This is an optimization exercise on Yosys and OpenROAD, whose aim is small area and a short achievable clock period, not a production implementation. No functional check of the RTL was part of any run shown here. Power and IR drop assume default switching activity.

===== config.mk =====
export PLATFORM = sky130hd
export DESIGN_NAME = Parameterized_ALU
export DESIGN_NICKNAME = Parameterized_ALU
export VERILOG_FILES = /design/flow/design.v
export SDC_FILE = /design/flow/constraint.sdc
export NUM_CORES = 4
export LEC_CHECK = 0
export ABC_AREA = 1
export CAP_MARGIN = 20
export CORE_MARGIN = 2
export CORE_UTILIZATION = 40
export SLEW_MARGIN = 20

===== constraint.sdc =====
create_clock -name core_clock -period 35.0 [get_ports {clk}]
set_input_delay 7.0000 -clock core_clock [delete_from_list [all_inputs] [get_ports {clk}]]
set_output_delay 7.0000 -clock core_clock [all_outputs]
set_load 0.01 [all_outputs]

===== design.v =====
`timescale 1ns / 1ps
module Parameterized_ALU#(parameter N = 16)(
    input clk,
    input [N-1:0] A,
    input [N-1:0] B,
    input [3:0] ALU_Func,
    output reg [N-1:0] ALU_out,
    output reg Carry,
    output  Arith,
    output  Shift,
    output  CMP,
    output  Logic
    );
    wire sub = ALU_Func[0] | ALU_Func[3];
    wire [15:0] bx = B ^ {16{sub}};
    wire [16:0] c;
    wire [15:0] s;
    assign c[0] = sub;
    genvar i;
    generate for (i = 0; i < 16; i = i + 1) begin : add
      assign s[i] = A[i] ^ bx[i] ^ c[i];
      assign c[i+1] = (A[i] & bx[i]) | (c[i] & (A[i] ^ bx[i]));
    end endgenerate
    wire lt = ~c[16];             
    wire eq = ~|(A ^ B);
    wire gt = ~lt & ~eq;
    wire [15:0] md;
    alu_muldiv u_md(.A(A), .B(B), .div(ALU_Func[0]), .Y(md));
    always @(posedge clk) begin
        Carry <= 1'b0;
        case (ALU_Func)
            4'b0000: {Carry, ALU_out} <= {c[16], s};
            4'b0001: {Carry, ALU_out} <= {lt, s};
            4'b0010: ALU_out <= md;
            4'b0011: ALU_out <= md;
            4'b0100: ALU_out <= A & B;
            4'b0101: ALU_out <= A | B;
            4'b0110: ALU_out <= ~(A & B);
            4'b0111: ALU_out <= ~(A | B);
            4'b1000: ALU_out <= A ^ B;
            4'b1001: ALU_out <= ~(A ^ B);
            4'b1010: ALU_out <= {15'b0, eq};
            4'b1011: ALU_out <= {14'b0, gt, 1'b0};
            4'b1100: ALU_out <= {14'b0, lt, lt};
            4'b1101: ALU_out <= {1'b0, A[15:1]};
            4'b1110: ALU_out <= {A[14:0], 1'b0};
            default: ALU_out <= 16'b0;
        endcase
    end
    assign Arith = (ALU_Func[3:2] == 2'b00);
    assign Logic = (ALU_Func[3:2] == 2'b01) || (ALU_Func == 4'b1000) || (ALU_Func == 4'b1001);
    assign CMP   = (ALU_Func == 4'b1010) || (ALU_Func == 4'b1011) || (ALU_Func == 4'b1100);
    assign Shift = (ALU_Func == 4'b1101) || (ALU_Func == 4'b1110);
endmodule
module alu_muldiv(input [15:0] A, input [15:0] B, input div, output [15:0] Y);
  wire [15:0] y = div ? ~B : A;
  wire [15:0] q;
  wire [16:0] hiz;
  assign hiz[16] = 1'b1;
  genvar w;
  generate for (w = 15; w >= 1; w = w - 1) begin : hz
    assign hiz[w] = hiz[w+1] & ~B[w];
  end endgenerate
  wire [0:0] s1_t, s1_r;
  wire [1:0] s1_c;
  assign s1_c[0] = div;
  assign s1_t = div & A[15];
  wire [0:0] s1_g = s1_t & y[0:0];
  wire [0:0] s1_p = s1_t | y[0:0];
  assign s1_c[1] = (s1_g[0] | (s1_p[0] & div));
  assign q[15] = hiz[1] & s1_c[1];
  wire ctl1 = div ? q[15] : B[15];
  assign s1_r = s1_t ^ ({1{ctl1}} & (y[0:0] ^ s1_c[0:0]));
  wire [1:0] s2_t, s2_r;
  wire [2:0] s2_c;
  assign s2_c[0] = div;
  assign s2_t = {s1_r, div & A[14]};
  wire [1:0] s2_g = s2_t & y[1:0];
  wire [1:0] s2_p = s2_t | y[1:0];
  wire s2_n1_g = s2_g[1] | (s2_p[1] & (s2_g[0] | (s2_p[0] & div)));
  assign s2_c[1] = (s2_g[0] | (s2_p[0] & div));
  assign s2_c[2] = s2_n1_g;
  assign q[14] = hiz[2] & s2_c[2];
  wire ctl2 = div ? q[14] : B[14];
  assign s2_r = s2_t ^ ({2{ctl2}} & (y[1:0] ^ s2_c[1:0]));
  wire [2:0] s3_t, s3_r;
  wire [3:0] s3_c;
  assign s3_c[0] = div;
  assign s3_t = {s2_r, div & A[13]};
  wire [2:0] s3_g = s3_t & y[2:0];
  wire [2:0] s3_p = s3_t | y[2:0];
  wire s3_n1_g = s3_g[1] | (s3_p[1] & (s3_g[0] | (s3_p[0] & div)));
  wire s3_n2_g = s3_g[2] | (s3_p[2] & s3_n1_g);
  assign s3_c[1] = (s3_g[0] | (s3_p[0] & div));
  assign s3_c[2] = s3_n1_g;
  assign s3_c[3] = s3_n2_g;
  assign q[13] = hiz[3] & s3_c[3];
  wire ctl3 = div ? q[13] : B[13];
  assign s3_r = s3_t ^ ({3{ctl3}} & (y[2:0] ^ s3_c[2:0]));
  wire [3:0] s4_t, s4_r;
  wire [4:0] s4_c;
  assign s4_c[0] = div;
  assign s4_t = {s3_r, div & A[12]};
  wire [3:0] s4_g = s4_t & y[3:0];
  wire [3:0] s4_p = s4_t | y[3:0];
  wire s4_n1_g = s4_g[1] | (s4_p[1] & (s4_g[0] | (s4_p[0] & div)));
  wire s4_n2_g = s4_g[3] | (s4_p[3] & s4_g[2]);
  wire s4_n2_p = s4_p[3] & s4_p[2];
  wire s4_n3_g = s4_n2_g | (s4_n2_p & s4_n1_g);
  wire s4_n4_g = s4_g[2] | (s4_p[2] & s4_n1_g);
  assign s4_c[1] = (s4_g[0] | (s4_p[0] & div));
  assign s4_c[2] = s4_n1_g;
  assign s4_c[3] = s4_n4_g;
  assign s4_c[4] = s4_n3_g;
  assign q[12] = hiz[4] & s4_c[4];
  wire ctl4 = div ? q[12] : B[12];
  assign s4_r = s4_t ^ ({4{ctl4}} & (y[3:0] ^ s4_c[3:0]));
  wire [4:0] s5_t, s5_r;
  wire [5:0] s5_c;
  assign s5_c[0] = div;
  assign s5_t = {s4_r, div & A[11]};
  wire [4:0] s5_g = s5_t & y[4:0];
  wire [4:0] s5_p = s5_t | y[4:0];
  wire s5_n1_g = s5_g[1] | (s5_p[1] & (s5_g[0] | (s5_p[0] & div)));
  wire s5_n2_g = s5_g[3] | (s5_p[3] & s5_g[2]);
  wire s5_n2_p = s5_p[3] & s5_p[2];
  wire s5_n3_g = s5_n2_g | (s5_n2_p & s5_n1_g);
  wire s5_n4_g = s5_g[2] | (s5_p[2] & s5_n1_g);
  wire s5_n5_g = s5_g[4] | (s5_p[4] & s5_n3_g);
  assign s5_c[1] = (s5_g[0] | (s5_p[0] & div));
  assign s5_c[2] = s5_n1_g;
  assign s5_c[3] = s5_n4_g;
  assign s5_c[4] = s5_n3_g;
  assign s5_c[5] = s5_n5_g;
  assign q[11] = hiz[5] & s5_c[5];
  wire ctl5 = div ? q[11] : B[11];
  assign s5_r = s5_t ^ ({5{ctl5}} & (y[4:0] ^ s5_c[4:0]));
  wire [5:0] s6_t, s6_r;
  wire [6:0] s6_c;
  assign s6_c[0] = div;
  assign s6_t = {s5_r, div & A[10]};
  wire [5:0] s6_g = s6_t & y[5:0];
  wire [5:0] s6_p = s6_t | y[5:0];
  wire s6_n1_g = s6_g[1] | (s6_p[1] & (s6_g[0] | (s6_p[0] & div)));
  wire s6_n2_g = s6_g[3] | (s6_p[3] & s6_g[2]);
  wire s6_n2_p = s6_p[3] & s6_p[2];
  wire s6_n3_g = s6_g[5] | (s6_p[5] & s6_g[4]);
  wire s6_n3_p = s6_p[5] & s6_p[4];
  wire s6_n4_g = s6_n2_g | (s6_n2_p & s6_n1_g);
  wire s6_n5_g = s6_n3_g | (s6_n3_p & s6_n4_g);
  wire s6_n6_g = s6_g[2] | (s6_p[2] & s6_n1_g);
  wire s6_n7_g = s6_g[4] | (s6_p[4] & s6_n4_g);
  assign s6_c[1] = (s6_g[0] | (s6_p[0] & div));
  assign s6_c[2] = s6_n1_g;
  assign s6_c[3] = s6_n6_g;
  assign s6_c[4] = s6_n4_g;
  assign s6_c[5] = s6_n7_g;
  assign s6_c[6] = s6_n5_g;
  assign q[10] = hiz[6] & s6_c[6];
  wire ctl6 = div ? q[10] : B[10];
  assign s6_r = s6_t ^ ({6{ctl6}} & (y[5:0] ^ s6_c[5:0]));
  wire [6:0] s7_t, s7_r;
  wire [7:0] s7_c;
  assign s7_c[0] = div;
  assign s7_t = {s6_r, div & A[9]};
  wire [6:0] s7_g = s7_t & y[6:0];
  wire [6:0] s7_p = s7_t | y[6:0];
  wire s7_n1_g = s7_g[1] | (s7_p[1] & (s7_g[0] | (s7_p[0] & div)));
  wire s7_n2_g = s7_g[3] | (s7_p[3] & s7_g[2]);
  wire s7_n2_p = s7_p[3] & s7_p[2];
  wire s7_n3_g = s7_g[5] | (s7_p[5] & s7_g[4]);
  wire s7_n3_p = s7_p[5] & s7_p[4];
  wire s7_n4_g = s7_n2_g | (s7_n2_p & s7_n1_g);
  wire s7_n5_g = s7_n3_g | (s7_n3_p & s7_n4_g);
  wire s7_n6_g = s7_g[2] | (s7_p[2] & s7_n1_g);
  wire s7_n7_g = s7_g[4] | (s7_p[4] & s7_n4_g);
  wire s7_n8_g = s7_g[6] | (s7_p[6] & s7_n5_g);
  assign s7_c[1] = (s7_g[0] | (s7_p[0] & div));
  assign s7_c[2] = s7_n1_g;
  assign s7_c[3] = s7_n6_g;
  assign s7_c[4] = s7_n4_g;
  assign s7_c[5] = s7_n7_g;
  assign s7_c[6] = s7_n5_g;
  assign s7_c[7] = s7_n8_g;
  assign q[9] = hiz[7] & s7_c[7];
  wire ctl7 = div ? q[9] : B[9];
  assign s7_r = s7_t ^ ({7{ctl7}} & (y[6:0] ^ s7_c[6:0]));
  wire [7:0] s8_t, s8_r;
  wire [8:0] s8_c;
  assign s8_c[0] = div;
  assign s8_t = {s7_r, div & A[8]};
  wire [7:0] s8_g = s8_t & y[7:0];
  wire [7:0] s8_p = s8_t | y[7:0];
  wire s8_n1_g = s8_g[1] | (s8_p[1] & (s8_g[0] | (s8_p[0] & div)));
  wire s8_n2_g = s8_g[3] | (s8_p[3] & s8_g[2]);
  wire s8_n2_p = s8_p[3] & s8_p[2];
  wire s8_n3_g = s8_g[5] | (s8_p[5] & s8_g[4]);
  wire s8_n3_p = s8_p[5] & s8_p[4];
  wire s8_n4_g = s8_g[7] | (s8_p[7] & s8_g[6]);
  wire s8_n4_p = s8_p[7] & s8_p[6];
  wire s8_n5_g = s8_n2_g | (s8_n2_p & s8_n1_g);
  wire s8_n6_g = s8_n4_g | (s8_n4_p & s8_n3_g);
  wire s8_n6_p = s8_n4_p & s8_n3_p;
  wire s8_n7_g = s8_n6_g | (s8_n6_p & s8_n5_g);
  wire s8_n8_g = s8_n3_g | (s8_n3_p & s8_n5_g);
  wire s8_n9_g = s8_g[2] | (s8_p[2] & s8_n1_g);
  wire s8_n10_g = s8_g[4] | (s8_p[4] & s8_n5_g);
  wire s8_n11_g = s8_g[6] | (s8_p[6] & s8_n8_g);
  assign s8_c[1] = (s8_g[0] | (s8_p[0] & div));
  assign s8_c[2] = s8_n1_g;
  assign s8_c[3] = s8_n9_g;
  assign s8_c[4] = s8_n5_g;
  assign s8_c[5] = s8_n10_g;
  assign s8_c[6] = s8_n8_g;
  assign s8_c[7] = s8_n11_g;
  assign s8_c[8] = s8_n7_g;
  assign q[8] = hiz[8] & s8_c[8];
  wire ctl8 = div ? q[8] : B[8];
  assign s8_r = s8_t ^ ({8{ctl8}} & (y[7:0] ^ s8_c[7:0]));
  wire [8:0] s9_t, s9_r;
  wire [9:0] s9_c;
  assign s9_c[0] = div;
  assign s9_t = {s8_r, div & A[7]};
  wire [8:0] s9_g = s9_t & y[8:0];
  wire [8:0] s9_p = s9_t | y[8:0];
  wire s9_n1_g = s9_g[1] | (s9_p[1] & (s9_g[0] | (s9_p[0] & div)));
  wire s9_n2_g = s9_g[3] | (s9_p[3] & s9_g[2]);
  wire s9_n2_p = s9_p[3] & s9_p[2];
  wire s9_n3_g = s9_g[5] | (s9_p[5] & s9_g[4]);
  wire s9_n3_p = s9_p[5] & s9_p[4];
  wire s9_n4_g = s9_g[7] | (s9_p[7] & s9_g[6]);
  wire s9_n4_p = s9_p[7] & s9_p[6];
  wire s9_n5_g = s9_n2_g | (s9_n2_p & s9_n1_g);
  wire s9_n6_g = s9_n4_g | (s9_n4_p & s9_n3_g);
  wire s9_n6_p = s9_n4_p & s9_n3_p;
  wire s9_n7_g = s9_n6_g | (s9_n6_p & s9_n5_g);
  wire s9_n8_g = s9_n3_g | (s9_n3_p & s9_n5_g);
  wire s9_n9_g = s9_g[2] | (s9_p[2] & s9_n1_g);
  wire s9_n10_g = s9_g[4] | (s9_p[4] & s9_n5_g);
  wire s9_n11_g = s9_g[6] | (s9_p[6] & s9_n8_g);
  wire s9_n12_g = s9_g[8] | (s9_p[8] & s9_n7_g);
  assign s9_c[1] = (s9_g[0] | (s9_p[0] & div));
  assign s9_c[2] = s9_n1_g;
  assign s9_c[3] = s9_n9_g;
  assign s9_c[4] = s9_n5_g;
  assign s9_c[5] = s9_n10_g;
  assign s9_c[6] = s9_n8_g;
  assign s9_c[7] = s9_n11_g;
  assign s9_c[8] = s9_n7_g;
  assign s9_c[9] = s9_n12_g;
  assign q[7] = hiz[9] & s9_c[9];
  wire ctl9 = div ? q[7] : B[7];
  assign s9_r = s9_t ^ ({9{ctl9}} & (y[8:0] ^ s9_c[8:0]));
  wire [9:0] s10_t, s10_r;
  wire [10:0] s10_c;
  assign s10_c[0] = div;
  assign s10_t = {s9_r, div & A[6]};
  wire [9:0] s10_g = s10_t & y[9:0];
  wire [9:0] s10_p = s10_t | y[9:0];
  wire s10_n1_g = s10_g[1] | (s10_p[1] & (s10_g[0] | (s10_p[0] & div)));
  wire s10_n2_g = s10_g[3] | (s10_p[3] & s10_g[2]);
  wire s10_n2_p = s10_p[3] & s10_p[2];
  wire s10_n3_g = s10_g[5] | (s10_p[5] & s10_g[4]);
  wire s10_n3_p = s10_p[5] & s10_p[4];
  wire s10_n4_g = s10_g[7] | (s10_p[7] & s10_g[6]);
  wire s10_n4_p = s10_p[7] & s10_p[6];
  wire s10_n5_g = s10_g[9] | (s10_p[9] & s10_g[8]);
  wire s10_n5_p = s10_p[9] & s10_p[8];
  wire s10_n6_g = s10_n2_g | (s10_n2_p & s10_n1_g);
  wire s10_n7_g = s10_n4_g | (s10_n4_p & s10_n3_g);
  wire s10_n7_p = s10_n4_p & s10_n3_p;
  wire s10_n8_g = s10_n7_g | (s10_n7_p & s10_n6_g);
  wire s10_n9_g = s10_n3_g | (s10_n3_p & s10_n6_g);
  wire s10_n10_g = s10_n5_g | (s10_n5_p & s10_n8_g);
  wire s10_n11_g = s10_g[2] | (s10_p[2] & s10_n1_g);
  wire s10_n12_g = s10_g[4] | (s10_p[4] & s10_n6_g);
  wire s10_n13_g = s10_g[6] | (s10_p[6] & s10_n9_g);
  wire s10_n14_g = s10_g[8] | (s10_p[8] & s10_n8_g);
  assign s10_c[1] = (s10_g[0] | (s10_p[0] & div));
  assign s10_c[2] = s10_n1_g;
  assign s10_c[3] = s10_n11_g;
  assign s10_c[4] = s10_n6_g;
  assign s10_c[5] = s10_n12_g;
  assign s10_c[6] = s10_n9_g;
  assign s10_c[7] = s10_n13_g;
  assign s10_c[8] = s10_n8_g;
  assign s10_c[9] = s10_n14_g;
  assign s10_c[10] = s10_n10_g;
  assign q[6] = hiz[10] & s10_c[10];
  wire ctl10 = div ? q[6] : B[6];
  assign s10_r = s10_t ^ ({10{ctl10}} & (y[9:0] ^ s10_c[9:0]));
  wire [10:0] s11_t, s11_r;
  wire [11:0] s11_c;
  assign s11_c[0] = div;
  assign s11_t = {s10_r, div & A[5]};
  wire [10:0] s11_g = s11_t & y[10:0];
  wire [10:0] s11_p = s11_t | y[10:0];
  wire s11_n1_g = s11_g[1] | (s11_p[1] & (s11_g[0] | (s11_p[0] & div)));
  wire s11_n2_g = s11_g[3] | (s11_p[3] & s11_g[2]);
  wire s11_n2_p = s11_p[3] & s11_p[2];
  wire s11_n3_g = s11_g[5] | (s11_p[5] & s11_g[4]);
  wire s11_n3_p = s11_p[5] & s11_p[4];
  wire s11_n4_g = s11_g[7] | (s11_p[7] & s11_g[6]);
  wire s11_n4_p = s11_p[7] & s11_p[6];
  wire s11_n5_g = s11_g[9] | (s11_p[9] & s11_g[8]);
  wire s11_n5_p = s11_p[9] & s11_p[8];
  wire s11_n6_g = s11_n2_g | (s11_n2_p & s11_n1_g);
  wire s11_n7_g = s11_n4_g | (s11_n4_p & s11_n3_g);
  wire s11_n7_p = s11_n4_p & s11_n3_p;
  wire s11_n8_g = s11_n7_g | (s11_n7_p & s11_n6_g);
  wire s11_n9_g = s11_n3_g | (s11_n3_p & s11_n6_g);
  wire s11_n10_g = s11_n5_g | (s11_n5_p & s11_n8_g);
  wire s11_n11_g = s11_g[2] | (s11_p[2] & s11_n1_g);
  wire s11_n12_g = s11_g[4] | (s11_p[4] & s11_n6_g);
  wire s11_n13_g = s11_g[6] | (s11_p[6] & s11_n9_g);
  wire s11_n14_g = s11_g[8] | (s11_p[8] & s11_n8_g);
  wire s11_n15_g = s11_g[10] | (s11_p[10] & s11_n10_g);
  assign s11_c[1] = (s11_g[0] | (s11_p[0] & div));
  assign s11_c[2] = s11_n1_g;
  assign s11_c[3] = s11_n11_g;
  assign s11_c[4] = s11_n6_g;
  assign s11_c[5] = s11_n12_g;
  assign s11_c[6] = s11_n9_g;
  assign s11_c[7] = s11_n13_g;
  assign s11_c[8] = s11_n8_g;
  assign s11_c[9] = s11_n14_g;
  assign s11_c[10] = s11_n10_g;
  assign s11_c[11] = s11_n15_g;
  assign q[5] = hiz[11] & s11_c[11];
  wire ctl11 = div ? q[5] : B[5];
  assign s11_r = s11_t ^ ({11{ctl11}} & (y[10:0] ^ s11_c[10:0]));
  wire [11:0] s12_t, s12_r;
  wire [12:0] s12_c;
  assign s12_c[0] = div;
  assign s12_t = {s11_r, div & A[4]};
  wire [11:0] s12_g = s12_t & y[11:0];
  wire [11:0] s12_p = s12_t | y[11:0];
  wire s12_n1_g = s12_g[1] | (s12_p[1] & (s12_g[0] | (s12_p[0] & div)));
  wire s12_n2_g = s12_g[3] | (s12_p[3] & s12_g[2]);
  wire s12_n2_p = s12_p[3] & s12_p[2];
  wire s12_n3_g = s12_g[5] | (s12_p[5] & s12_g[4]);
  wire s12_n3_p = s12_p[5] & s12_p[4];
  wire s12_n4_g = s12_g[7] | (s12_p[7] & s12_g[6]);
  wire s12_n4_p = s12_p[7] & s12_p[6];
  wire s12_n5_g = s12_g[9] | (s12_p[9] & s12_g[8]);
  wire s12_n5_p = s12_p[9] & s12_p[8];
  wire s12_n6_g = s12_g[11] | (s12_p[11] & s12_g[10]);
  wire s12_n6_p = s12_p[11] & s12_p[10];
  wire s12_n7_g = s12_n2_g | (s12_n2_p & s12_n1_g);
  wire s12_n8_g = s12_n4_g | (s12_n4_p & s12_n3_g);
  wire s12_n8_p = s12_n4_p & s12_n3_p;
  wire s12_n9_g = s12_n6_g | (s12_n6_p & s12_n5_g);
  wire s12_n9_p = s12_n6_p & s12_n5_p;
  wire s12_n10_g = s12_n8_g | (s12_n8_p & s12_n7_g);
  wire s12_n11_g = s12_n9_g | (s12_n9_p & s12_n10_g);
  wire s12_n12_g = s12_n3_g | (s12_n3_p & s12_n7_g);
  wire s12_n13_g = s12_n5_g | (s12_n5_p & s12_n10_g);
  wire s12_n14_g = s12_g[2] | (s12_p[2] & s12_n1_g);
  wire s12_n15_g = s12_g[4] | (s12_p[4] & s12_n7_g);
  wire s12_n16_g = s12_g[6] | (s12_p[6] & s12_n12_g);
  wire s12_n17_g = s12_g[8] | (s12_p[8] & s12_n10_g);
  wire s12_n18_g = s12_g[10] | (s12_p[10] & s12_n13_g);
  assign s12_c[1] = (s12_g[0] | (s12_p[0] & div));
  assign s12_c[2] = s12_n1_g;
  assign s12_c[3] = s12_n14_g;
  assign s12_c[4] = s12_n7_g;
  assign s12_c[5] = s12_n15_g;
  assign s12_c[6] = s12_n12_g;
  assign s12_c[7] = s12_n16_g;
  assign s12_c[8] = s12_n10_g;
  assign s12_c[9] = s12_n17_g;
  assign s12_c[10] = s12_n13_g;
  assign s12_c[11] = s12_n18_g;
  assign s12_c[12] = s12_n11_g;
  assign q[4] = hiz[12] & s12_c[12];
  wire ctl12 = div ? q[4] : B[4];
  assign s12_r = s12_t ^ ({12{ctl12}} & (y[11:0] ^ s12_c[11:0]));
  wire [12:0] s13_t, s13_r;
  wire [13:0] s13_c;
  assign s13_c[0] = div;
  assign s13_t = {s12_r, div & A[3]};
  wire [12:0] s13_g = s13_t & y[12:0];
  wire [12:0] s13_p = s13_t | y[12:0];
  wire s13_n1_g = s13_g[1] | (s13_p[1] & (s13_g[0] | (s13_p[0] & div)));
  wire s13_n2_g = s13_g[3] | (s13_p[3] & s13_g[2]);
  wire s13_n2_p = s13_p[3] & s13_p[2];
  wire s13_n3_g = s13_g[5] | (s13_p[5] & s13_g[4]);
  wire s13_n3_p = s13_p[5] & s13_p[4];
  wire s13_n4_g = s13_g[7] | (s13_p[7] & s13_g[6]);
  wire s13_n4_p = s13_p[7] & s13_p[6];
  wire s13_n5_g = s13_g[9] | (s13_p[9] & s13_g[8]);
  wire s13_n5_p = s13_p[9] & s13_p[8];
  wire s13_n6_g = s13_g[11] | (s13_p[11] & s13_g[10]);
  wire s13_n6_p = s13_p[11] & s13_p[10];
  wire s13_n7_g = s13_n2_g | (s13_n2_p & s13_n1_g);
  wire s13_n8_g = s13_n4_g | (s13_n4_p & s13_n3_g);
  wire s13_n8_p = s13_n4_p & s13_n3_p;
  wire s13_n9_g = s13_n6_g | (s13_n6_p & s13_n5_g);
  wire s13_n9_p = s13_n6_p & s13_n5_p;
  wire s13_n10_g = s13_n8_g | (s13_n8_p & s13_n7_g);
  wire s13_n11_g = s13_n9_g | (s13_n9_p & s13_n10_g);
  wire s13_n12_g = s13_n3_g | (s13_n3_p & s13_n7_g);
  wire s13_n13_g = s13_n5_g | (s13_n5_p & s13_n10_g);
  wire s13_n14_g = s13_g[2] | (s13_p[2] & s13_n1_g);
  wire s13_n15_g = s13_g[4] | (s13_p[4] & s13_n7_g);
  wire s13_n16_g = s13_g[6] | (s13_p[6] & s13_n12_g);
  wire s13_n17_g = s13_g[8] | (s13_p[8] & s13_n10_g);
  wire s13_n18_g = s13_g[10] | (s13_p[10] & s13_n13_g);
  wire s13_n19_g = s13_g[12] | (s13_p[12] & s13_n11_g);
  assign s13_c[1] = (s13_g[0] | (s13_p[0] & div));
  assign s13_c[2] = s13_n1_g;
  assign s13_c[3] = s13_n14_g;
  assign s13_c[4] = s13_n7_g;
  assign s13_c[5] = s13_n15_g;
  assign s13_c[6] = s13_n12_g;
  assign s13_c[7] = s13_n16_g;
  assign s13_c[8] = s13_n10_g;
  assign s13_c[9] = s13_n17_g;
  assign s13_c[10] = s13_n13_g;
  assign s13_c[11] = s13_n18_g;
  assign s13_c[12] = s13_n11_g;
  assign s13_c[13] = s13_n19_g;
  assign q[3] = hiz[13] & s13_c[13];
  wire ctl13 = div ? q[3] : B[3];
  assign s13_r = s13_t ^ ({13{ctl13}} & (y[12:0] ^ s13_c[12:0]));
  wire [13:0] s14_t, s14_r;
  wire [14:0] s14_c;
  assign s14_c[0] = div;
  assign s14_t = {s13_r, div & A[2]};
  wire [13:0] s14_g = s14_t & y[13:0];
  wire [13:0] s14_p = s14_t | y[13:0];
  wire s14_n1_g = s14_g[1] | (s14_p[1] & (s14_g[0] | (s14_p[0] & div)));
  wire s14_n2_g = s14_g[3] | (s14_p[3] & s14_g[2]);
  wire s14_n2_p = s14_p[3] & s14_p[2];
  wire s14_n3_g = s14_g[5] | (s14_p[5] & s14_g[4]);
  wire s14_n3_p = s14_p[5] & s14_p[4];
  wire s14_n4_g = s14_g[7] | (s14_p[7] & s14_g[6]);
  wire s14_n4_p = s14_p[7] & s14_p[6];
  wire s14_n5_g = s14_g[9] | (s14_p[9] & s14_g[8]);
  wire s14_n5_p = s14_p[9] & s14_p[8];
  wire s14_n6_g = s14_g[11] | (s14_p[11] & s14_g[10]);
  wire s14_n6_p = s14_p[11] & s14_p[10];
  wire s14_n7_g = s14_g[13] | (s14_p[13] & s14_g[12]);
  wire s14_n7_p = s14_p[13] & s14_p[12];
  wire s14_n8_g = s14_n2_g | (s14_n2_p & s14_n1_g);
  wire s14_n9_g = s14_n4_g | (s14_n4_p & s14_n3_g);
  wire s14_n9_p = s14_n4_p & s14_n3_p;
  wire s14_n10_g = s14_n6_g | (s14_n6_p & s14_n5_g);
  wire s14_n10_p = s14_n6_p & s14_n5_p;
  wire s14_n11_g = s14_n9_g | (s14_n9_p & s14_n8_g);
  wire s14_n12_g = s14_n10_g | (s14_n10_p & s14_n11_g);
  wire s14_n13_g = s14_n3_g | (s14_n3_p & s14_n8_g);
  wire s14_n14_g = s14_n5_g | (s14_n5_p & s14_n11_g);
  wire s14_n15_g = s14_n7_g | (s14_n7_p & s14_n12_g);
  wire s14_n16_g = s14_g[2] | (s14_p[2] & s14_n1_g);
  wire s14_n17_g = s14_g[4] | (s14_p[4] & s14_n8_g);
  wire s14_n18_g = s14_g[6] | (s14_p[6] & s14_n13_g);
  wire s14_n19_g = s14_g[8] | (s14_p[8] & s14_n11_g);
  wire s14_n20_g = s14_g[10] | (s14_p[10] & s14_n14_g);
  wire s14_n21_g = s14_g[12] | (s14_p[12] & s14_n12_g);
  assign s14_c[1] = (s14_g[0] | (s14_p[0] & div));
  assign s14_c[2] = s14_n1_g;
  assign s14_c[3] = s14_n16_g;
  assign s14_c[4] = s14_n8_g;
  assign s14_c[5] = s14_n17_g;
  assign s14_c[6] = s14_n13_g;
  assign s14_c[7] = s14_n18_g;
  assign s14_c[8] = s14_n11_g;
  assign s14_c[9] = s14_n19_g;
  assign s14_c[10] = s14_n14_g;
  assign s14_c[11] = s14_n20_g;
  assign s14_c[12] = s14_n12_g;
  assign s14_c[13] = s14_n21_g;
  assign s14_c[14] = s14_n15_g;
  assign q[2] = hiz[14] & s14_c[14];
  wire ctl14 = div ? q[2] : B[2];
  assign s14_r = s14_t ^ ({14{ctl14}} & (y[13:0] ^ s14_c[13:0]));
  wire [14:0] s15_t, s15_r;
  wire [15:0] s15_c;
  assign s15_c[0] = div;
  assign s15_t = {s14_r, div & A[1]};
  wire [14:0] s15_g = s15_t & y[14:0];
  wire [14:0] s15_p = s15_t | y[14:0];
  wire s15_n1_g = s15_g[1] | (s15_p[1] & (s15_g[0] | (s15_p[0] & div)));
  wire s15_n2_g = s15_g[3] | (s15_p[3] & s15_g[2]);
  wire s15_n2_p = s15_p[3] & s15_p[2];
  wire s15_n3_g = s15_g[5] | (s15_p[5] & s15_g[4]);
  wire s15_n3_p = s15_p[5] & s15_p[4];
  wire s15_n4_g = s15_g[7] | (s15_p[7] & s15_g[6]);
  wire s15_n4_p = s15_p[7] & s15_p[6];
  wire s15_n5_g = s15_g[9] | (s15_p[9] & s15_g[8]);
  wire s15_n5_p = s15_p[9] & s15_p[8];
  wire s15_n6_g = s15_g[11] | (s15_p[11] & s15_g[10]);
  wire s15_n6_p = s15_p[11] & s15_p[10];
  wire s15_n7_g = s15_g[13] | (s15_p[13] & s15_g[12]);
  wire s15_n7_p = s15_p[13] & s15_p[12];
  wire s15_n8_g = s15_n2_g | (s15_n2_p & s15_n1_g);
  wire s15_n9_g = s15_n4_g | (s15_n4_p & s15_n3_g);
  wire s15_n9_p = s15_n4_p & s15_n3_p;
  wire s15_n10_g = s15_n6_g | (s15_n6_p & s15_n5_g);
  wire s15_n10_p = s15_n6_p & s15_n5_p;
  wire s15_n11_g = s15_n9_g | (s15_n9_p & s15_n8_g);
  wire s15_n12_g = s15_n10_g | (s15_n10_p & s15_n11_g);
  wire s15_n13_g = s15_n3_g | (s15_n3_p & s15_n8_g);
  wire s15_n14_g = s15_n5_g | (s15_n5_p & s15_n11_g);
  wire s15_n15_g = s15_n7_g | (s15_n7_p & s15_n12_g);
  wire s15_n16_g = s15_g[2] | (s15_p[2] & s15_n1_g);
  wire s15_n17_g = s15_g[4] | (s15_p[4] & s15_n8_g);
  wire s15_n18_g = s15_g[6] | (s15_p[6] & s15_n13_g);
  wire s15_n19_g = s15_g[8] | (s15_p[8] & s15_n11_g);
  wire s15_n20_g = s15_g[10] | (s15_p[10] & s15_n14_g);
  wire s15_n21_g = s15_g[12] | (s15_p[12] & s15_n12_g);
  wire s15_n22_g = s15_g[14] | (s15_p[14] & s15_n15_g);
  assign s15_c[1] = (s15_g[0] | (s15_p[0] & div));
  assign s15_c[2] = s15_n1_g;
  assign s15_c[3] = s15_n16_g;
  assign s15_c[4] = s15_n8_g;
  assign s15_c[5] = s15_n17_g;
  assign s15_c[6] = s15_n13_g;
  assign s15_c[7] = s15_n18_g;
  assign s15_c[8] = s15_n11_g;
  assign s15_c[9] = s15_n19_g;
  assign s15_c[10] = s15_n14_g;
  assign s15_c[11] = s15_n20_g;
  assign s15_c[12] = s15_n12_g;
  assign s15_c[13] = s15_n21_g;
  assign s15_c[14] = s15_n15_g;
  assign s15_c[15] = s15_n22_g;
  assign q[1] = hiz[15] & s15_c[15];
  wire ctl15 = div ? q[1] : B[1];
  assign s15_r = s15_t ^ ({15{ctl15}} & (y[14:0] ^ s15_c[14:0]));
  wire [15:0] s16_t, s16_r;
  wire [16:0] s16_c;
  assign s16_c[0] = div;
  assign s16_t = {s15_r, div & A[0]};
  wire [15:0] s16_g = s16_t & y[15:0];
  wire [15:0] s16_p = s16_t | y[15:0];
  wire s16_n1_g = s16_g[1] | (s16_p[1] & (s16_g[0] | (s16_p[0] & div)));
  wire s16_n2_g = s16_g[3] | (s16_p[3] & s16_g[2]);
  wire s16_n2_p = s16_p[3] & s16_p[2];
  wire s16_n3_g = s16_g[5] | (s16_p[5] & s16_g[4]);
  wire s16_n3_p = s16_p[5] & s16_p[4];
  wire s16_n4_g = s16_g[7] | (s16_p[7] & s16_g[6]);
  wire s16_n4_p = s16_p[7] & s16_p[6];
  wire s16_n5_g = s16_g[9] | (s16_p[9] & s16_g[8]);
  wire s16_n5_p = s16_p[9] & s16_p[8];
  wire s16_n6_g = s16_g[11] | (s16_p[11] & s16_g[10]);
  wire s16_n6_p = s16_p[11] & s16_p[10];
  wire s16_n7_g = s16_g[13] | (s16_p[13] & s16_g[12]);
  wire s16_n7_p = s16_p[13] & s16_p[12];
  wire s16_n8_g = s16_g[15] | (s16_p[15] & s16_g[14]);
  wire s16_n8_p = s16_p[15] & s16_p[14];
  wire s16_n9_g = s16_n2_g | (s16_n2_p & s16_n1_g);
  wire s16_n10_g = s16_n4_g | (s16_n4_p & s16_n3_g);
  wire s16_n10_p = s16_n4_p & s16_n3_p;
  wire s16_n11_g = s16_n6_g | (s16_n6_p & s16_n5_g);
  wire s16_n11_p = s16_n6_p & s16_n5_p;
  wire s16_n12_g = s16_n8_g | (s16_n8_p & s16_n7_g);
  wire s16_n12_p = s16_n8_p & s16_n7_p;
  wire s16_n13_g = s16_n10_g | (s16_n10_p & s16_n9_g);
  wire s16_n14_g = s16_n12_g | (s16_n12_p & s16_n11_g);
  wire s16_n14_p = s16_n12_p & s16_n11_p;
  wire s16_n15_g = s16_n14_g | (s16_n14_p & s16_n13_g);
  wire s16_n16_g = s16_n11_g | (s16_n11_p & s16_n13_g);
  wire s16_n17_g = s16_n3_g | (s16_n3_p & s16_n9_g);
  wire s16_n18_g = s16_n5_g | (s16_n5_p & s16_n13_g);
  wire s16_n19_g = s16_n7_g | (s16_n7_p & s16_n16_g);
  wire s16_n20_g = s16_g[2] | (s16_p[2] & s16_n1_g);
  wire s16_n21_g = s16_g[4] | (s16_p[4] & s16_n9_g);
  wire s16_n22_g = s16_g[6] | (s16_p[6] & s16_n17_g);
  wire s16_n23_g = s16_g[8] | (s16_p[8] & s16_n13_g);
  wire s16_n24_g = s16_g[10] | (s16_p[10] & s16_n18_g);
  wire s16_n25_g = s16_g[12] | (s16_p[12] & s16_n16_g);
  wire s16_n26_g = s16_g[14] | (s16_p[14] & s16_n19_g);
  assign s16_c[1] = (s16_g[0] | (s16_p[0] & div));
  assign s16_c[2] = s16_n1_g;
  assign s16_c[3] = s16_n20_g;
  assign s16_c[4] = s16_n9_g;
  assign s16_c[5] = s16_n21_g;
  assign s16_c[6] = s16_n17_g;
  assign s16_c[7] = s16_n22_g;
  assign s16_c[8] = s16_n13_g;
  assign s16_c[9] = s16_n23_g;
  assign s16_c[10] = s16_n18_g;
  assign s16_c[11] = s16_n24_g;
  assign s16_c[12] = s16_n16_g;
  assign s16_c[13] = s16_n25_g;
  assign s16_c[14] = s16_n19_g;
  assign s16_c[15] = s16_n26_g;
  assign s16_c[16] = s16_n15_g;
  assign q[0] = hiz[16] & s16_c[16];
  wire ctl16 = div ? q[0] : B[0];
  assign s16_r = s16_t ^ ({16{ctl16}} & (y[15:0] ^ s16_c[15:0]));
  assign Y = div ? q : s16_r;
endmodule

===== run.sh =====
#!/bin/bash
# synth_recipe.tcl (not shown) runs the flow's synth.tcl, then flattens the netlist and writes it again
# the make line also repeats each setting of config.mk as NAME=value (left out here)
make -C /OpenROAD-flow-scripts/flow DESIGN_CONFIG=/design/flow/config.mk WORK_HOME=/design/flow/orfs CLKGATE_MAP_FILE= SYNTH_SCRIPT=/design/flow/synth_recipe.tcl finish

==> results.json, run 1 <==
{
  "ys.warnings.count": 1,
  "synth_cells": 2124,
  "synthSimpleGateAreaFrac_pct": 56.2,
  "h-tree-depth": 1,
  "cp-end-kind": "flop",
  "layout_min_cycle_time_ps": 25690,
  "fin_area_um2": 11700,
  "grt_remaining_overflow": 0,
  "avgViaCountPerCell": 5.34,
  "synthArstFlopShare_pct": 0,
  "ant_nets": 0,
  "slowest_delay_ps": 640,
  "drt_wl_total_um": 40200,
  "postCtsSetupBuffers": 0,
  "yosysTopAreaCellShare_pct": 26.9,
  "cp.required_ps": 35210,
  "final_common_cell": "nand2_1",
  "ctsLongestPathBuffers": 2,
  "drt-initial-drc-count": 1199,
  "hold_end": "ALU_out[0]",
  "crit_path_top_delay_cell": "a21oi_4",
  "start_util_pct": 40.7,
  "run_status": "no timing/DRC/antenna violations",
  "dieArea_um2": 28800,
  "synth_flop_cell": "dfxtp_1",
  "worstHoldStart": "A[0]",
  "place_area_um2": 11600,
  "synth-xor-area-share_pct": 9.94,
  "mostFrequentLayoutCells": "785 x nand2_1, 316 x nand3_1, 290 x inv_1",
  "power_density_nw_per_um2": 51.9,
  "die_h_um": 170,
  "finalHoldViolCount": 0,
  "path_clk_slew_ps": 60,
  "first_pass_iters": 6,
  "synth_compound_area_share_pct": 8.34,
  "synth_top_area_cell": "nand2_1",
  "muxShareOfSynthArea_pct": 0,
  "grt_pass1_wl_um": 62400,
  "fin_nets": 2229,
  "max-slew-margin-rel_pct": 34.7,
  "synthAdderAreaFrac_pct": 6.39,
  "criticalPathCategory": "input port to flop",
  "synth_top_family_by_area": "simple AND/OR/NAND/NOR gates",
  "grt_util_all_layers_pct": 27.5,
  "crit_top_cell": "nand2_1",
  "finalCritPeriodShare_pct": 73.4,
  "core_area_um2": 27000,
  "via_count": 13275,
  "area_growth_syn_to_layout_pct": 6.78,
  "timing.fmax_mhz": 38.9,
  "syn_area_um2": 11000,
  "critPathLaunchType": "input port",
  "whs_ps": 7660,
  "drc": 0,
  "hold_class": "input port to flop",
  "yosys.cell_types.count": 57,
  "tightest_slew_ps": 973,
  "seq_area_frac_synth_pct": 3.10,
  "cts_hold_buf": 0,
  "syn_avg_cell_area_um2": 5.16,
  "clockRootBuffer": "clkbuf_16",
  "setup_violations": 0,
  "crit_path_max_fanout": 34,
  "first_global_vias": 11532,
  "synth_edf_count": 0,
  "rsz0062_at_grt": "false",
  "gp_congestion": 0.966,
  "cts_tree": "yes",
  "min_path_cells": 3,
  "cts_sinks": 17,
  "hpwl_um": 31800,
  "diodes": 0,
  "tns_ps": 0,
  "io_buffers": 57,
  "maxCapViolCount": 0,
  "cts_buffers": 3,
  "p_leak_uw": 0.00681,
  "die_x_um": 170,
  "fin_util_pct": 43.4,
  "arrival_ps": 25900,
  "rows": 60,
  "wl_per_cell_um": 16.2,
  "synth_nets": 2208,
  "grt_max_degree": 35,
  "drive_above_1_share_pct": 7.65,
  "ctsResizeCount": 0,
  "ir_worst_vdd_mv": 0.0238,
  "synth-seq-cells": 17,
  "slew_violations": 0,
  "num_io_pins": 58,
  "synth_area_leaders": "nand2_1 27%, nand3_1 14%, inv_1 9.9%, xor2_1 8.0%, nor2_1 5.8%",
  "antenna_found_initial": 0
}
power breakdown:
part           internal, uW  switching [uW]
Combinational           178             379
Sequential             23.6            1.88
Clock                  15.4            10.3
Total                   217             391
cells by family after synthesis:
kind of cell / Yosys count
fa+ha+maj: 47
buf+inv: 392
flops: 17
xor+xnor: 115
compound gates: 147
simple gates: 1406
layout make-up:
type / count / area [um2]
Fill cell: 2985 / 15200
Multi-Input combinational cell: 1715 / 8880
Inverter: 326 / 1220
Timing Repair Buffer: 82 / 758
Tap cell: 341 / 427
Sequential cell: 17 / 340
Clock buffer: 3 / 75.1
Clock inverter: 1 / 5.00
state kept, by name, indices dropped and copies added (netlist names):
| name | count |
|---|---|
| Carry | 1 |
| ALU_out | 16 |
per-layer routing:
metal,vias up,GRT usage (%),share of wire [%]
met4,0,5.98,2.1
li1,6694,-,-
met1,6000,40.0,47
met2,529,43.1,42
met3,52,3.31,8.3
met5,-,0,0
critical path: cells and delay by family:
family                 cells  cell delay (ps)
buffers and inverters      7             1860
XOR/XNOR                   3              870
AND/OR/NAND/NOR          145            15290
AO/OA/AOI/OAI              2              780
worst max-delay path by stage:
stage | start | cells after the start | slack, ps | to
final | ALU_Func[0] | 157 | 9310 | ALU_out[8]
after global placement | ALU_Func[0] | 160 | 9690 | ALU_out[8]
after CTS | ALU_Func[0] | 156 | 9570 | ALU_out[8]
after detailed placement | ALU_Func[0] | 156 | 9310 | ALU_out[8]
after global routing | ALU_Func[0] | 160 | 6910 | ALU_out[8]
after floorplan | ALU_Func[0] | 160 | 14880 | ALU_out[2]
through the flow:
| stage | instances | worst slack, ps | total power, uW |
|---|---|---|---|
| CTS | 2485 | 9570 | 600 |
| finish | 2485 | 9310 | 608 |
| global placement | 2481 | 9690 | 567 |
| floorplan | 2124 | 14880 | 451 |
| detailed placement | 2481 | 9310 | 571 |
| global route | 2485 | 6910 | 677 |
cell usage after synthesis (all sizes together) (2+ instances only):
master	n
fa	15
and2	2
clkbuf	18
a21boi	4
or2	14
dfxtp	17
a211oi	3
o221ai	9
o211ai	4
nand3	338
nand4	14
xnor2	5
a21oi	27
o21ai	65
xor2	110
buf	47
nor3	5
nand2	839
inv	317
nor2	176
o22ai	11
clkinv	9
o21bai	4
nand3b	8
a2111oi	8
ha	32
a221oi	4
nor4	9
==> inputs of run 2 (changes only) <==
--- a/config.mk
+++ b/config.mk
@@ -10,3 +10,4 @@
 export CORE_MARGIN = 2
 export CORE_UTILIZATION = 40
+export GPL_TIMING_DRIVEN = 0
 export SLEW_MARGIN = 20
==> run 2 against run 1 <==
  * Combinational power about the same
  * First-iteration DRC count decreased by 15%
  * Core utilization increased by 1.2 points
  * Synthesized area unchanged
  * Die area unchanged
  * Global-route usage decreased by 0.53 points
  * Sequential power decreased by 3%
  * Sequential cell count unchanged
  * Sequential share of layout area decreased by 0.081 points
  * Critical path depth increased by 7
  * Power decreased by 0.13%
  * Critical path type unchanged
  * Largest cell class unchanged
==> results.json, run 2 <==
{
  "synth_flop_cell": "dfxtp_1",
  "syn_avg_cell_area_um2": 5.16,
  "rows": 60,
  "first_global_vias": 11938,
  "top_regs": "ALU_out x16, Carry x1",
  "seq_area_frac_synth_pct": 3.10,
  "p_leak_uw": 0.00699,
  "synth_edf_count": 0,
  "crit_top_cell": "nand2_1",
  "use_met1_pct": 37.3,
  "synthSimpleGateAreaFrac_pct": 56.2,
  "dieArea_um2": 28800,
  "grt-busiest-layer": "met2",
  "ys.warnings.count": 1,
  "syn_area_um2": 11000,
  "via_count": 13202,
  "diodes": 0,
  "critPathLaunch": "B[15]",
  "regMostFlops": "ALU_out",
  "postCtsSetupBuffers": 0,
  "muxShareOfSynthArea_pct": 0,
  "dp.cells": 2522,
  "synth_compound_area_share_pct": 8.34,
  "synth_common_cells": "785 x nand2_1, 316 x nand3_1, 290 x inv_1, 170 x nor2_1, 100 x xor2_1",
  "rsz0062_at_grt": "false",
  "synth_top_area_cell": "nand2_1",
  "io_buffers": 57,
  "synth_cells": 2124,
  "use_met2_pct": 47.2,
  "drc": 0,
  "maxCapViolCount": 0,
  "area_growth_syn_to_layout_pct": 9.82,
  "global_route.usage.met3_pct": 1.61,
  "grt_max_degree": 11,
  "yosysTopAreaCellShare_pct": 26.9,
  "yosys.cell_types.count": 57,
  "gp_congestion": 0.975,
  "slew_violations": 0,
  "hold_class": "input port to flop",
  "ctsResizeCount": 0,
  "finalHoldViolCount": 0,
  "synthAdderAreaFrac_pct": 6.39,
  "cts_tree": "yes",
  "cts_sinks": 17,
  "criticalPathCategory": "input port to flop",
  "critPathLaunchType": "input port",
  "arrival_ps": 25150,
  "mostFrequentLayoutCells": "785 x nand2_1, 316 x nand3_1, 290 x inv_1",
  "crit_path_top_delay_cell": "clkdlybuf4s50_1",
  "synth_most_common_cell": "nand2_1",
  "layout_min_cycle_time_ps": 25020,
  "multi_input_area_um2": 8860,
  "fin_nets": 2270,
  "seq_area_um2": 340,
  "cp-end-kind": "flop",
  "max-slew-margin-rel_pct": 28.7,
  "num_io_pins": 58,
  "h-tree-depth": 1,
  "first_pass_iters": 5,
  "drt_wl_total_um": 39300,
  "start_util_pct": 40.7,
  "antenna_found_initial": 0,
  "post-place-ws_ps": 9900,
  "slowest_delay_ps": 640,
  "wl_per_cell_um": 15.6,
  "path_clk_slew_ps": 60,
  "whs_ps": 7710,
  "synth-seq-cells": 17,
  "drt-initial-drc-count": 1020,
  "synth_top_family_by_area": "simple AND/OR/NAND/NOR gates",
  "final_common_cell": "nand2_1",
  "synth_area_leaders": "nand2_1 27%, nand3_1 14%, inv_1 9.9%, xor2_1 8.0%, nor2_1 5.8%",
  "synth_nets": 2208,
  "cts_hold_buf": 0,
  "run_status": "no timing/DRC/antenna violations",
  "die_h_um": 170,
  "tns_ps": 0,
  "drive_above_1_share_pct": 8.70,
  "finalCritPeriodShare_pct": 71.5,
  "setup_violations": 0,
  "largest_register_ffs": 16,
  "grt_remaining_overflow": 0,
  "ctsLongestPathBuffers": 2,
  "ant_nets": 0,
  "fillers": 3028,
  "crit_path_max_fanout": 10,
  "cp.required_ps": 35120,
  "finalPower_uw": 607,
  "die_x_um": 170,
  "timing.fmax_mhz": 40.0,
  "synth-xor-area-share_pct": 9.94,
  "power_density_nw_per_um2": 50.4,
  "hpwl_um": 33100,
  "tightest_slew_ps": 1060,
  "avgViaCountPerCell": 5.23,
  "fin_cells": 2526,
  "ir_worst_vdd_mv": 0.0295,
  "synthArstFlopShare_pct": 0,
  "crit_end": "ALU_out[6]",
  "fin_ws_ps": 9980,
  "clockRootBuffer": "clkbuf_16",
  "grt_util_all_layers_pct": 26.9,
  "grt_pass1_wl_um": 62300,
  "core_area_um2": 27000,
  "cts_buffers": 3
}
-- run 2: area by class of cell --
cell class	count	share of cell area, %
Buffer	66	4.46
Sequential cell	17	2.83
Timing Repair Buffer	57	4.74
Tap cell	341	3.54
Multi-Input combinational cell	1715	73.6
Clock inverter	1	0.0416
Inverter	326	10.2
Clock buffer	3	0.623
-- run 2: worst max-delay path, delay by kind of cell --
family                    cells  cell delay (ps)
and+or+nand+nor             142            14220
buffers and inverters        15             2500
xor gates and xnor gates      3              850
AOI/OAI and AO/OA             4              410
-- run 2: where the power goes --
part           switching (uW)  internal, uW  leakage [uW]
combinational             370           188       0.00681
sequential               1.02          23.6      0.000142
clock                    9.21          15.4     0.0000409
total                     380           227       0.00699
-- run 2: worst min-delay path by stage --
stage           startpoint          to  slack [ps]  cells past startpoint
5_1_grt               A[0]  ALU_out[0]        7760                      3
4_1_cts        ALU_Func[1]  ALU_out[1]        7710                      5
6_report              A[0]  ALU_out[0]        7710                      3
3_5_place_dp    ALU_out[4]  ALU_out[4]        7740                      1
3_3_place_gp    ALU_out[5]  ALU_out[5]        7730                      1
2_1_floorplan         A[0]  ALU_out[0]        7200                      2
-- run 2: kinds of logic (layout without fill, tap and decap cells) --
kind of cell    count (synthesis)  count (layout)
fa+ha+maj                      47              47
buf+inv                       392             453
simple gates                 1406            1406
flops                          17              17
xor+xnor                      115             115
compound gates                147             147
-- run 2: metal layers --
metal	share of wire (%)	vias to the layer above	wire length (um)
met3	5.5	28	2170
met1	47	6057	18600
met2	46	345	18200
li1	-	6772	-
met4	0.99	0	391
met5	0	-	0
-- run 2: stage by stage --
step / cell area (um2) / utilization (%)
finish: 12000 / 44.7
global route: 12000 / 44.7
CTS: 12000 / 44.7
detailed placement: 12000 / 44.4
global placement: 12000 / 44.4
floorplan: 11000 / -

-- afterwards: timing with drivers on the ports --
In the flow no input, the clock included, has a driving cell. The finished layouts below were timed again as built, in two steps. Step 1 (the two cells are an assumption about what drives the block):
set clk [get_ports {clk}]
set_driving_cell -lib_cell sky130_fd_sc_hd__clkbuf_16 $clk
set_driving_cell -lib_cell sky130_fd_sc_hd__buf_2 [delete_from_list [all_inputs] $clk]
Step 2 times the ports against the registers' clock, not the clock port: input delays grow and output delays shrink by t, the midpoint of the rising clock arrivals with the driver on. Three values: ideal ports, drivers, drivers and shift; two values: the first two.
run | t (ns) | slack for setup (ns) | worst hold slack (ns)
run 1 | 0.297 | 9.309 / 9.320 / 9.022 | 7.662 / 7.656 / 7.757
run 2 | 0.294 | 9.975 / 9.987 / 9.692 | 7.711 / 7.696 / 7.753
After both steps setup and hold are still met in every run listed. For run 1, which loses most, drivers alone change the setup slack by +0.011 ns; drivers and shift together by -0.287 ns.
